Context: an optimization exercise on an open-source flow, tuned for small area and a short achievable clock period. The choices shown serve that exercise and are no tape-out recipe. Function was checked by simulation only, so behaviour that the tests miss may differ from the original.

// Cordic_Machine
module Cordic_Machine(clock_pulse, reset, x_input, y_input, z_input, x_output, y_output, z_output, flag);
==> flow/config.mk <==
export PLATFORM = sky130hd
export DESIGN_NAME = Cordic_Machine
export DESIGN_NICKNAME = Cordic_Machine
export VERILOG_FILES = /design/flow/design.v
export SDC_FILE = /design/flow/constraint.sdc
export NUM_CORES = 4
export LEC_CHECK = 0
export CAP_MARGIN = 20
export CORE_MARGIN = 2
export CORE_UTILIZATION = 60
export SETUP_SLACK_MARGIN = 1.75
export SLEW_MARGIN = 20
==> flow/constraint.sdc <==
create_clock -name core_clock -period 6.0 [get_ports {clock_pulse}]
set_input_delay 1.2000 -clock core_clock [delete_from_list [all_inputs] [get_ports {clock_pulse}]]
set_output_delay 1.2000 -clock core_clock [all_outputs]
set_load 0.01 [all_outputs]
standard.sh (not shown) runs the stock make flow with config.mk's settings and CLKGATE_MAP_FILE= SYNTH_SCRIPT=/design/flow/synth_recipe.tcl, a recipe that flattens the netlist after the stock synthesis.
==> flow/flow/run.sh <==
#!/bin/bash
# Standard layout, with the port buffers made of the smallest buffer cell.
export BUFFER_PORTS_ARGS="-buffer_cell sky130_fd_sc_hd__buf_1"
export CTS_ARGS="-sink_clustering_enable -repair_clock_nets -buf_list {sky130_fd_sc_hd__clkbuf_4 sky130_fd_sc_hd__clkbuf_8} -dont_use_dummy_load"
bash standard.sh > standard.log 2>&1
The baseline completed with no timing, DRC or antenna violations.
Next try:
--- a/flow/flow/run.sh
+++ b/flow/flow/run.sh
@@ -4,2 +4,3 @@
 export CTS_ARGS="-sink_clustering_enable -repair_clock_nets -buf_list {sky130_fd_sc_hd__clkbuf_4 sky130_fd_sc_hd__clkbuf_8} -dont_use_dummy_load"
+export ADDER_MAP_FILE=
 bash standard.sh > standard.log 2>&1
After rerunning: Count of clock-buffer cells in the layout stays the same; utilization rose by 2.7 points; die area rises by about 18%; non-clock buffer count rose by 54; area after synthesis rises by 19%.
Next try:
--- a/flow/flow/run.sh
+++ b/flow/flow/run.sh
@@ -4,3 +4,2 @@
 export CTS_ARGS="-sink_clustering_enable -repair_clock_nets -buf_list {sky130_fd_sc_hd__clkbuf_4 sky130_fd_sc_hd__clkbuf_8} -dont_use_dummy_load"
-export ADDER_MAP_FILE=
 bash standard.sh > standard.log 2>&1
Settings changed: SETUP_SLACK_MARGIN 1.75 to 1.5.
Result:
- The new run ran to the end with no violations
- die area falls by about a fifth
- maximum frequency barely changes
- via count is lower by a quarter to a third
- sequential share of layout area goes up by 3.5 points
- wire length goes down by well over a third
- synthesized cell count decreases by about a fifth
- worst setup slack degrades by 0.0070 ns
- cell count decreases by about a fifth
Next try:
Settings changed: CORE_UTILIZATION 60 to 40, PLACE_DENSITY set to 0.9, SETUP_SLACK_MARGIN 1.5 to 1.75.
Worst hold slack is better by 0.051 ns; cell count climbs by 8.5%; clock-buffer cell count stays the same; design area grows by about 4.6%; utilization fell by 20 points; synthesized cell count does not change; global-route usage went down by 6.8 points; non-clock buffer count grows by 20; register-to-register slack gets better by 0.04 ns.


== job 101 ==
Another version of the RTL of Cordic_Machine (not shown whole).
Size: roughly 1100 cells after synthesis, ~150 I/O pins.
==> flow/design.v (excerpt) <==
module Cordic_Machine(clock_pulse, reset, x_input, y_input, z_input, x_output, y_output, z_output, flag);
export LEC_CHECK = 0
export CAP_MARGIN = 20
export CORE_MARGIN = 2
export CORE_UTILIZATION = 60
export SETUP_SLACK_MARGIN = 2.3
export SLEW_MARGIN = 20
create_clock -name core_clock -period 6.0 [get_ports {clock_pulse}]
==> flow/flow/run.sh <==
#!/bin/bash
# Standard layout, with the port buffers made of the smallest buffer cell.
export BUFFER_PORTS_ARGS="-buffer_cell sky130_fd_sc_hd__buf_1"
export CTS_ARGS="-sink_clustering_enable -repair_clock_nets -buf_list {sky130_fd_sc_hd__clkbuf_4 sky130_fd_sc_hd__clkbuf_8} -dont_use_dummy_load"
bash standard.sh > standard.log 2>&1
Looking at the reports, job 101 completed the entire flow and the layout it produced met the timing, design-rule and antenna checks.
## Diff of input files: job 102 against job 101
# job 101
export LEC_CHECK = 0
export CAP_MARGIN = 20
export CORE_MARGIN = 2
export CORE_UTILIZATION = 60
export SETUP_SLACK_MARGIN = 2.3
export SLEW_MARGIN = 20
create_clock -name core_clock -period 6.0 [get_ports {clock_pulse}]
# job 102
export LEC_CHECK = 0
export CAP_MARGIN = 20
export CORE_MARGIN = 2
export CORE_UTILIZATION = 60
export SETUP_SLACK_MARGIN = 1.6
export SLEW_MARGIN = 20
create_clock -name core_clock -period 6.0 [get_ports {clock_pulse}]
[summary]
Job 102: full flow OK, the timing, design-rule and antenna checks passed. Comparing job 102 and job 101, the lower area of the multi-input gates is on job 102. A cell with the largest stage delay on the worst path of sky130_fd_sc_hd__dfxtp_4 is what job 101 shows, while sky130_fd_sc_hd__fa_1 belongs to job 102. From job 101 to job 102 the numbers moved as follows: global-route usage over all layers moved down; post-detailed-routing wire length moved down. Job 102 vs job 101 — number of buffers other than clock buffers in the final layout dropped by more than a quarter. Job 102 vs. job 101: time the final worst path needs with I/O delays and setup went up; area after synthesis did not really move.
The inputs of job 103 differ from those of job 102 as listed below.
# job 102
export LEC_CHECK = 0
export CAP_MARGIN = 20
export CORE_MARGIN = 2
export CORE_UTILIZATION = 60
export SETUP_SLACK_MARGIN = 1.6
export SLEW_MARGIN = 20
create_clock -name core_clock -period 6.0 [get_ports {clock_pulse}]
# job 103
export LEC_CHECK = 0
export CAP_MARGIN = 20
export CORE_MARGIN = 2
export CORE_UTILIZATION = 60
export SETUP_SLACK_MARGIN = 2.1
export SLEW_MARGIN = 20
create_clock -name core_clock -period 6.0 [get_ports {clock_pulse}]
Of job 103 and job 102, it is job 103 that has the higher non-clock buffer count. Taking job 102 as the reference, in job 103 HPWL after detailed placement held; growth of design area from synthesis to finish went up 9.2 points. Total vias in the final route was higher in job 103 than in job 102. Sort job 102 and job 103 by via count of the first global-routing pass asc -> top: job 102.
diff inputs: job 103 => job 104
# job 103
export LEC_CHECK = 0
export CAP_MARGIN = 20
export CORE_MARGIN = 2
export CORE_UTILIZATION = 60
export SETUP_SLACK_MARGIN = 2.1
export SLEW_MARGIN = 20
create_clock -name core_clock -period 6.0 [get_ports {clock_pulse}]
# job 104
export LEC_CHECK = 0
export CAP_MARGIN = 20
export CORE_MARGIN = 2
export CORE_UTILIZATION = 60
export SETUP_SLACK_MARGIN = 1.9
export SLEW_MARGIN = 20
create_clock -name core_clock -period 6.0 [get_ports {clock_pulse}]
[summary]
- Compared with job 103, the router placed fewer vias in job 104.
- Number of routed nets with antenna violations came out exactly the same in job 104 and job 103.
- The logic depth of the worst setup path including buffers in job 104 sits 1 below the value recorded for job 103.
- Global-route usage in job 104 is 0.39 points lower than in job 103
The following lists how job 105 was set up differently from job 104:
diff --git a/flow/flow/run.sh b/flow/flow/run.sh
--- a/flow/flow/run.sh
+++ b/flow/flow/run.sh
@@ -4,0 +5 @@
+export RECOVER_POWER=100
[summary]
Going from job 104 to job 105, area fraction in and, or, nand and nor cells after synthesis stayed essentially flat, final period utilization rose by 12 points.

==> separate check: timing with driven ports <==
The results above use ideal ports. As a check the final layouts listed here were re-extracted and re-timed, cells and wires unchanged.
Step 1 assumes that a clkbuf_16 drives the clock port and a buf_2 every other input.
Step 2, shift: input delay + t, output delay - t, t = (earliest + latest rising clock arrival at the registers) / 2. This alone moves slack from input paths to output paths.
Slacks: ideal ports / drivers / drivers and shift; pairs: ideal ports / drivers.
run | t, ns | setup WS [ns] | hold WS [ns] | pins driven straight from the clock port
the first run of note 1 | 0.417 | 1.937 / 1.937 / 1.937 | 0.575 / 0.575 / 0.575 | 1
the second run of note 1 | 0.426 | 1.795 / 1.795 / 1.508 | 0.602 / 0.602 / 0.602 | 1
the third run of note 1 | 0.421 | 1.788 / 1.788 / 1.788 | 0.574 / 0.574 / 0.574 | 1
the fourth run of note 1 | 0.428 | 1.826 / 1.826 / 1.826 | 0.625 / 0.625 / 0.625 | 1
job 101 | 0.414 | 2.081 / 2.081 / 2.081 | 0.565 / 0.565 / 0.565 | 1
job 102 | 0.416 | 1.924 / 1.924 / 1.924 | 0.548 / 0.548 / 0.548 | 1
job 103 | 0.411 | 2.146 / 2.146 / 2.146 | 0.610 / 0.610 / 0.610 | 1
job 104 | 0.418 | 2.128 / 2.128 / 2.128 | 0.545 / 0.545 / 0.545 | 1
job 105 | 0.419 | 1.391 / 1.391 / 1.391 | 0.545 / 0.545 / 0.545 | 1
After both steps every run listed still meets setup and hold. For the second run of note 1, which loses most, drivers alone change the setup slack by 0.000 ns; drivers and shift together by -0.287 ns.
